Context: an optimization exercise on an open-source flow, tuned for small area and a short achievable clock period. The choices shown serve that exercise and are no tape-out recipe. Only simulation tests tie the RTL to the original design; equivalence was not proved.

## mac
module mac (
    input  logic               i_nrst,
    input  logic               i_clk,
    input  logic signed  [7:0] i_a0, i_a1, i_a2, i_a3, i_a4, i_a5, i_a6, i_a7,
    input  logic signed  [7:0] i_b0, i_b1, i_b2, i_b3, i_b4, i_b5, i_b6, i_b7,
    output logic signed [18:0] o_res
);
export LEC_CHECK = 0
export CAP_MARGIN = 20
export CORE_MARGIN = 5
export CORE_UTILIZATION = 60
export SETUP_SLACK_MARGIN = 2.9
export SLEW_MARGIN = 20
export SYNTH_HIERARCHICAL = 1
export SYNTH_MINIMUM_KEEP_SIZE = 0
create_clock -name core_clock -period 5.5 [get_ports {i_clk}]
standard.sh (not shown) runs the stock make flow with config.mk's settings and CLKGATE_MAP_FILE= SYNTH_SCRIPT=/design/flow/synth_recipe.tcl, a recipe that flattens the netlist after the stock synthesis.
==> flow/flow/run.sh <==
#!/bin/bash
set -e
export BUFFER_PORTS_ARGS="-buffer_cell sky130_fd_sc_hd__buf_1"
sed -E 's/SETUP_SLACK_MARGIN=[-0-9.]+/SETUP_SLACK_MARGIN=0/' standard.sh > standard_fp.sh
bash standard_fp.sh synth floorplan > standard_fp.log 2>&1
bash standard.sh > standard.log 2>&1
The starting point finished with timing, DRC and antenna clean.
Edit:
- SETUP_SLACK_MARGIN: 2.9 -> 2.6
Synthesized area does not change. Routed wire length went down by 0.65%. Worst setup slack loses 0.23 ns. Final area went down by about 3.6%. Core utilization went down by 2.5 points. Count of clock-buffer cells in the layout does not change. Die area stays the same. Hold slack is about the same.

========
mac, a different RTL version from the one above (not shown whole).
For scale: roughly 1600 cells after synthesis, roughly 150 I/O pins, about 18000 um^2 of cells after synthesis.
export LEC_CHECK = 0
export ABC_CLOCK_PERIOD_IN_PS = 1000
export CAP_MARGIN = 20
export CORE_MARGIN = 5
export CORE_UTILIZATION = 40
export SLEW_MARGIN = 20
export SYNTH_HIERARCHICAL = 1
export SYNTH_MINIMUM_KEEP_SIZE = 0
create_clock -name core_clock -period 5.5 [get_ports {i_clk}]
run.sh (not shown) runs the stock make flow with config.mk's settings and CLKGATE_MAP_FILE= SYNTH_SCRIPT=/design/flow/synth_recipe.tcl, a recipe that flattens the netlist after the stock synthesis.
Stock flow here: none of the scripts above is used.
The first run went through all stages and came out clean.
Next try:
- ABC_CLOCK_PERIOD_IN_PS: 1000 -> unset
The changed run finished clean. Wire length stays the same. Setup slack does not change. Critical path depth stays the same. Clock skew stays the same. Synthesized area is unchanged. Utilization is unchanged. Design area is unchanged. Final cell count is unchanged.

========
## run A
mac with an RTL version that a note above also has.
For scale: ~1500 cells after synthesis, roughly 230 flip-flops, about 18000 um^2 of cells after synthesis.
Settings: LEC_CHECK=0, CAP_MARGIN=20, CORE_MARGIN=5, CORE_UTILIZATION=60, SETUP_SLACK_MARGIN=3.3, SLEW_MARGIN=20, SYNTH_HIERARCHICAL=1, SYNTH_MINIMUM_KEEP_SIZE=0; clock period 5.5 ns.
standard.sh (not shown) runs the stock make flow with config.mk's settings and CLKGATE_MAP_FILE= SYNTH_SCRIPT=/design/flow/synth_recipe.tcl, a recipe that flattens the netlist after the stock synthesis.
Scripts as last shown in full above: flow/flow/run.sh
Run A went all the way through synthesis, placement and routing and the layout is clean on timing, DRC and antenna.
Modified inputs, run B compared to run A
- a change of CORE_UTILIZATION from 60 to 40
- an added CTS_BUF_LIST of sky130_fd_sc_hd__clkbuf_8
- a change of SETUP_SLACK_MARGIN from 3.3 to 2.8
==> flow/flow/run.sh <==
#!/bin/bash
set -e
export BUFFER_PORTS_ARGS="-buffer_cell sky130_fd_sc_hd__buf_1"
bash standard.sh > standard.log 2>&1
### Flow results
Fraction of final layout cells sized beyond drive strength 1 in run B vs run A: down 19 points. Diff run A..run B | layout sequential cell count | unchanged. Of the two values seen for end of the critical path, r2[28] was produced by run A and r2[31] by run B. Between run A and run B, the flow reports total wirelength of the detailed-routed design decreasing by a few percent.
The following lists how run C was set up differently from run B:
- CORE_UTILIZATION: 40 -> 70
- CTS_BUF_LIST: sky130_fd_sc_hd__clkbuf_8 -> unset
- CTS_CLUSTER_SIZE: unset -> 30
- CTS_CLUSTER_DIAMETER: unset -> 100
==> flow/flow/run.sh <==
#!/bin/bash
set -e
export BUFFER_PORTS_ARGS="-buffer_cell sky130_fd_sc_hd__buf_1"
sed -E 's/SETUP_SLACK_MARGIN=[-0-9.]+/SETUP_SLACK_MARGIN=0/' standard.sh > standard_fp.sh
bash standard_fp.sh synth floorplan > standard_fp.log 2>&1
bash standard.sh > standard.log 2>&1
Sequential cell area in the final layout: run B vs run C, no meaningful difference
Diff run B -> run C | placed wire-length estimate after detailed placement | decrease of 10%
In the flow results for run C and run B, the post-layout minimum cycle time is larger on run C.
Via-per-instance ratio grows by more than 10% when moving from run B to run C.

========
== delta ==
mac again, from the RTL that the note above started with.
Design mac, start of the top module:
module mac (
    input  logic               i_nrst,
    input  logic               i_clk,
    input  logic signed  [7:0] i_a0, i_a1, i_a2, i_a3, i_a4, i_a5, i_a6, i_a7,
    input  logic signed  [7:0] i_b0, i_b1, i_b2, i_b3, i_b4, i_b5, i_b6, i_b7,
    output logic signed [18:0] o_res
);
export LEC_CHECK = 0
export CAP_MARGIN = 20
export CORE_MARGIN = 5
export CORE_UTILIZATION = 40
export SETUP_SLACK_MARGIN = 2.6
export SLEW_MARGIN = 20
export SYNTH_HIERARCHICAL = 1
export SYNTH_MINIMUM_KEEP_SIZE = 0
create_clock -name core_clock -period 5.5 [get_ports {i_clk}]
==> flow/flow/run.sh <==
#!/bin/bash
set -e
export BUFFER_PORTS_ARGS="-buffer_cell sky130_fd_sc_hd__buf_1"
bash standard.sh > standard.log 2>&1
delta | stages: all done | timing, DRC, antenna: all pass
What xenon does differently from delta at the input level:
# delta
export LEC_CHECK = 0
export CAP_MARGIN = 20
export CORE_MARGIN = 5
export CORE_UTILIZATION = 40
export SETUP_SLACK_MARGIN = 2.6
export SLEW_MARGIN = 20
export SYNTH_HIERARCHICAL = 1
export SYNTH_MINIMUM_KEEP_SIZE = 0
create_clock -name core_clock -period 5.5 [get_ports {i_clk}]
# xenon
export LEC_CHECK = 0
export CAP_MARGIN = 20
export CORE_MARGIN = 5
export CORE_UTILIZATION = 60
export CTS_CLUSTER_DIAMETER = 100
export CTS_CLUSTER_SIZE = 30
export SETUP_SLACK_MARGIN = 2.8
export SLEW_MARGIN = 20
export SYNTH_HIERARCHICAL = 1
export SYNTH_MINIMUM_KEEP_SIZE = 0
create_clock -name core_clock -period 5.5 [get_ports {i_clk}]
-- flow/flow/run.sh --
<<< delta, line 4
>>> xenon, line 4
sed -E 's/SETUP_SLACK_MARGIN=[-0-9.]+/SETUP_SLACK_MARGIN=0/' standard.sh > standard_fp.sh
bash standard_fp.sh synth floorplan > standard_fp.log 2>&1
==> comparison <==
- Critical path class = reg -> reg: xenon; critical path class = in -> reg: delta
- Changes observed in xenon relative to delta: final cell count shrank by about 11%.
- Higher clock buffer and inverter area fraction after layout goes to delta over xenon.
- Number of standard-cell rows in the floorplan: xenon vs delta down 15

========
== run 1 ==
Starting RTL as in the previous note.
export LEC_CHECK = 0
export CAP_MARGIN = 20
export CORE_MARGIN = 5
export CORE_UTILIZATION = 60
export CTS_CLUSTER_DIAMETER = 100
export CTS_CLUSTER_SIZE = 30
export GPL_ROUTABILITY_DRIVEN = 0
export SETUP_SLACK_MARGIN = 2.8
export SLEW_MARGIN = 20
export SYNTH_HIERARCHICAL = 1
export SYNTH_MINIMUM_KEEP_SIZE = 0
create_clock -name core_clock -period 5.5 [get_ports {i_clk}]
==> flow/flow/run.sh <==
#!/bin/bash
set -e
export BUFFER_PORTS_ARGS="-buffer_cell sky130_fd_sc_hd__buf_1"
sed -E 's/SETUP_SLACK_MARGIN=[-0-9.]+/SETUP_SLACK_MARGIN=0/' standard.sh > standard_fp.sh
bash standard_fp.sh synth floorplan > standard_fp.log 2>&1
bash standard.sh > standard.log 2>&1
Run 1: flow completed, timing, DRC and antenna clean
> inputs changed (run 1 -> run 2)
-- flow/config.mk --
<<< run 1, line 9
export CORE_MARGIN = 5
export CORE_UTILIZATION = 60
export CTS_CLUSTER_DIAMETER = 100
export CTS_CLUSTER_SIZE = 30
export GPL_ROUTABILITY_DRIVEN = 0
export SETUP_SLACK_MARGIN = 2.8
export SLEW_MARGIN = 20
>>> run 2, line 9
export CORE_MARGIN = 5
export CORE_UTILIZATION = 60
export SETUP_SLACK_MARGIN = 2.8
export SLEW_MARGIN = 20
## What came out
- Compared with run 1, run 2 shows a higher utilization.
- Area: run 2 vs run 1 -> run 2 larger
- Looking at count of non-filler cells in the finished layout, run 2 sits 29 higher than run 1 does.
- For run 2, the standard cell with the maximum stage delay on the critical path was sky130_fd_sc_hd__fa_2, unlike run 1, where it was sky130_fd_sc_hd__fa_1.
Edits applied to the flow inputs when going from run 2 to run 3:
-- flow/config.mk --
<<< run 2, line 9
export CORE_MARGIN = 5
export CORE_UTILIZATION = 60
export SETUP_SLACK_MARGIN = 2.8
export SLEW_MARGIN = 20
>>> run 3, line 9
export CORE_MARGIN = 5
export CORE_UTILIZATION = 60
export CTS_CLUSTER_DIAMETER = 100
export CTS_CLUSTER_SIZE = 30
export PLACE_DENSITY = 0.75
export SETUP_SLACK_MARGIN = 2.8
export SLEW_MARGIN = 20
### Flow results
- From run 2 to run 3, total of plain and repair buffers excluding clock buffers did not move at all.
- Of run 3 and run 2, the lower later-pin clock latency in the skew report belongs to run 3.
- Looking at placement-stage worst setup slack across run 3 and run 2, the one that comes out higher is run 2.
- Relative to run 2, the time the final worst path needs with I/O delays and setup of run 3 is higher by 4.9 ps.
- Comparing run 3 and run 2, the higher via count was measured on run 3.
- The run showing the greater area added between synthesis and finish is run 2.
- Run 3 — total global-route track usage 0.99 points higher, run 2 as reference
- The number of clock buffers in the layout of run 3 falls short of that of run 2 by 23.
The inputs of run 4 differ from those of run 3 as listed below.
==> flow/flow/run.sh <==
#!/bin/bash
set -e
export BUFFER_PORTS_ARGS="-buffer_cell sky130_fd_sc_hd__buf_1"
bash standard.sh > standard.log 2>&1
-- flow/config.mk --
<<< run 3, line 8
export CAP_MARGIN = 20
export CORE_MARGIN = 5
export CORE_UTILIZATION = 60
export CTS_CLUSTER_DIAMETER = 100
export CTS_CLUSTER_SIZE = 30
export PLACE_DENSITY = 0.75
export SETUP_SLACK_MARGIN = 2.8
export SLEW_MARGIN = 20
>>> run 4, line 8
export CAP_MARGIN = 20
export CORE_MARGIN = 5
export CORE_UTILIZATION = 40
export SETUP_SLACK_MARGIN = 2.8
export SLEW_MARGIN = 20
Findings:
From run 3 to run 4 the numbers moved as follows: hold slack -11 ps, maximum clock frequency grew by about 1.7%.
Area growth from synthesis to layout was lower in run 3 than in run 4.
Run 4 vs run 3 — core utilization dropped 18 points.
TritonCTS buffer count, run 3 and run 4: higher on run 4
### run 4 -> run 5
==> flow/flow/run.sh <==
#!/bin/bash
set -e
export BUFFER_PORTS_ARGS="-buffer_cell sky130_fd_sc_hd__buf_1"
sed -E 's/SETUP_SLACK_MARGIN=[-0-9.]+/SETUP_SLACK_MARGIN=0/' standard.sh > standard_fp.sh
bash standard_fp.sh synth floorplan > standard_fp.log 2>&1
bash standard.sh > standard.log 2>&1
-- flow/config.mk --
<<< run 4, line 8
export CAP_MARGIN = 20
export CORE_MARGIN = 5
export CORE_UTILIZATION = 40
export SETUP_SLACK_MARGIN = 2.8
export SLEW_MARGIN = 20
export SYNTH_HIERARCHICAL = 1
>>> run 5, line 8
export CAP_MARGIN = 20
export CORE_MARGIN = 5
export CORE_UTILIZATION = 60
export SETUP_SLACK_MARGIN = 2.7
export SLEW_MARGIN = 20
export SYNTH_HIERARCHICAL = 1
Results
Summary of run 5 over run 4: buffering stage count on the worst path with inverters included saw an increase; footprint of the multi-input gates fell about 8%.
Between run 5 and run 4, final core area utilization is lower for run 4, run 5 comes in above that.
Lower x dimension of the die goes to run 5 over run 4.
Looking at the reports, run 5 completed the entire flow and the layout it produced met the timing, design-rule and antenna checks.
Between run 4 and run 5, the worst hold margin figures differ only marginally.
| met1 track utilization from global routing | lower: run 4 |
In the tables for run 5 and run 4, global-route usage reads higher with run 5.
In the final design statistics, run 5 uses fewer standard cells in total than run 4.
Relative to run 4, shortest period the worst path allows has gone up in run 5.

========
mac again, from the RTL that the note above started with.
Settings: LEC_CHECK=0, CAP_MARGIN=0, CORE_MARGIN=5, CORE_UTILIZATION=60, CTS_CLUSTER_DIAMETER=100, CTS_CLUSTER_SIZE=30, SETUP_SLACK_MARGIN=2.8, SLEW_MARGIN=0, SYNTH_HIERARCHICAL=1, SYNTH_MINIMUM_KEEP_SIZE=0; clock period 5.5 ns.
==> flow/flow/run.sh <==
#!/bin/bash
set -e
export BUFFER_PORTS_ARGS="-buffer_cell sky130_fd_sc_hd__buf_1"
sed -E 's/SETUP_SLACK_MARGIN=[-0-9.]+/SETUP_SLACK_MARGIN=0/' standard.sh > standard_fp.sh
bash standard_fp.sh synth floorplan > standard_fp.log 2>&1
bash standard.sh > standard.log 2>&1
The first run completed with no timing, DRC or antenna violations.
Change:
==> flow/flow/run.sh (replaced) <==
#!/bin/bash
set -e
export BUFFER_PORTS_ARGS="-buffer_cell sky130_fd_sc_hd__buf_1"
bash standard.sh > standard.log 2>&1
Settings changed: CAP_MARGIN 0 to 20, CTS_CLUSTER_DIAMETER 100 to not set, CTS_CLUSTER_SIZE 30 to not set, SLEW_MARGIN 0 to 20.
Result: Register-to-register slack gains 20 ps. Via count grows by 4.9%. Critical path depth is unchanged. Cell count grows by 1.5%.
Change:
==> flow/flow/run.sh (replaced) <==
#!/bin/bash
set -e
export BUFFER_PORTS_ARGS="-buffer_cell sky130_fd_sc_hd__buf_1"
sed -E 's/SETUP_SLACK_MARGIN=[-0-9.]+/SETUP_SLACK_MARGIN=0/' standard.sh > standard_fp.sh
bash standard_fp.sh synth floorplan > standard_fp.log 2>&1
bash standard.sh > standard.log 2>&1
Settings changed: SETUP_SLACK_MARGIN 2.8 to 3.0.
=> The changed run passed the timing, design-rule and antenna checks; area after synthesis is unchanged; critical path depth stays the same; worst setup slack gains 5.6 ps; register-to-register slack hardly moves; non-clock buffer count goes up by 6; routed wire length goes down by 6.2%; worst hold slack stays flat; cell count goes up by 0.45%; clock-buffer cell count goes up by 3.

afterwards: timing with drivers on the ports:
How much do the figures lean on ideal ports? The routed layouts below were timed once more, with nothing changed but the port constraints.
Step 1, drivers: a clkbuf_16 drives i_clk and a buf_2 each remaining input, both assumed.
Step 2 moves the port delays by t, midway between the first and last clock arrival at a register: inputs arrive t later, outputs are due t later. That takes back most of the time a late clock gives input paths.
Slacks: ideal ports / drivers / drivers and shift; pairs: ideal ports / drivers.
run	shift t [ns]	setup slack, ns	worst setup path after step 2	clock arrival spread, ns
the first run of note 1	0.572	2.746 / 2.775 / 2.203	input to register	0.028 / 0.028
the second run of note 1	0.576	2.516 / 2.545 / 1.969	input to register	0.029 / 0.029
the first run of note 2	0.586	1.244 / 1.244 / 1.244	register to register	0.014 / 0.014
the second run of note 2	0.586	1.244 / 1.244 / 1.244	register to register	0.014 / 0.014
run A	0.573	2.776 / 2.776 / 2.297	input to register	0.025 / 0.024
run B	0.635	2.778 / 2.778 / 2.170	input to register	0.048 / 0.047
run C	0.540	2.763 / 2.763 / 2.266	input to register	0.011 / 0.011
delta	0.598	2.585 / 2.608 / 2.010	input to register	0.010 / 0.010
xenon	0.528	2.761 / 2.761 / 2.269	input to register	0.030 / 0.030
run 1	0.536	2.760 / 2.760 / 2.282	input to register	0.020 / 0.019
run 2	0.573	2.749 / 2.749 / 2.231	input to register	0.023 / 0.022
run 3	0.536	2.744 / 2.744 / 2.238	input to register	0.031 / 0.032
run 4	0.606	2.790 / 2.790 / 2.227	input to register	0.010 / 0.010
run 5	0.574	2.697 / 2.720 / 2.146	input to register	0.030 / 0.030
the first run of note 6	0.528	2.761 / 2.761 / 2.269	input to register	0.030 / 0.030
the second run of note 6	0.572	2.781 / 2.781 / 2.249	input to register	0.020 / 0.021
the third run of note 6	0.575	2.786 / 2.786 / 2.275	input to register	0.028 / 0.029
After both steps setup and hold are still met in every run listed. The setup slack of run B, which loses most, moves by 0.000 ns with the drivers and by -0.608 ns with both steps.
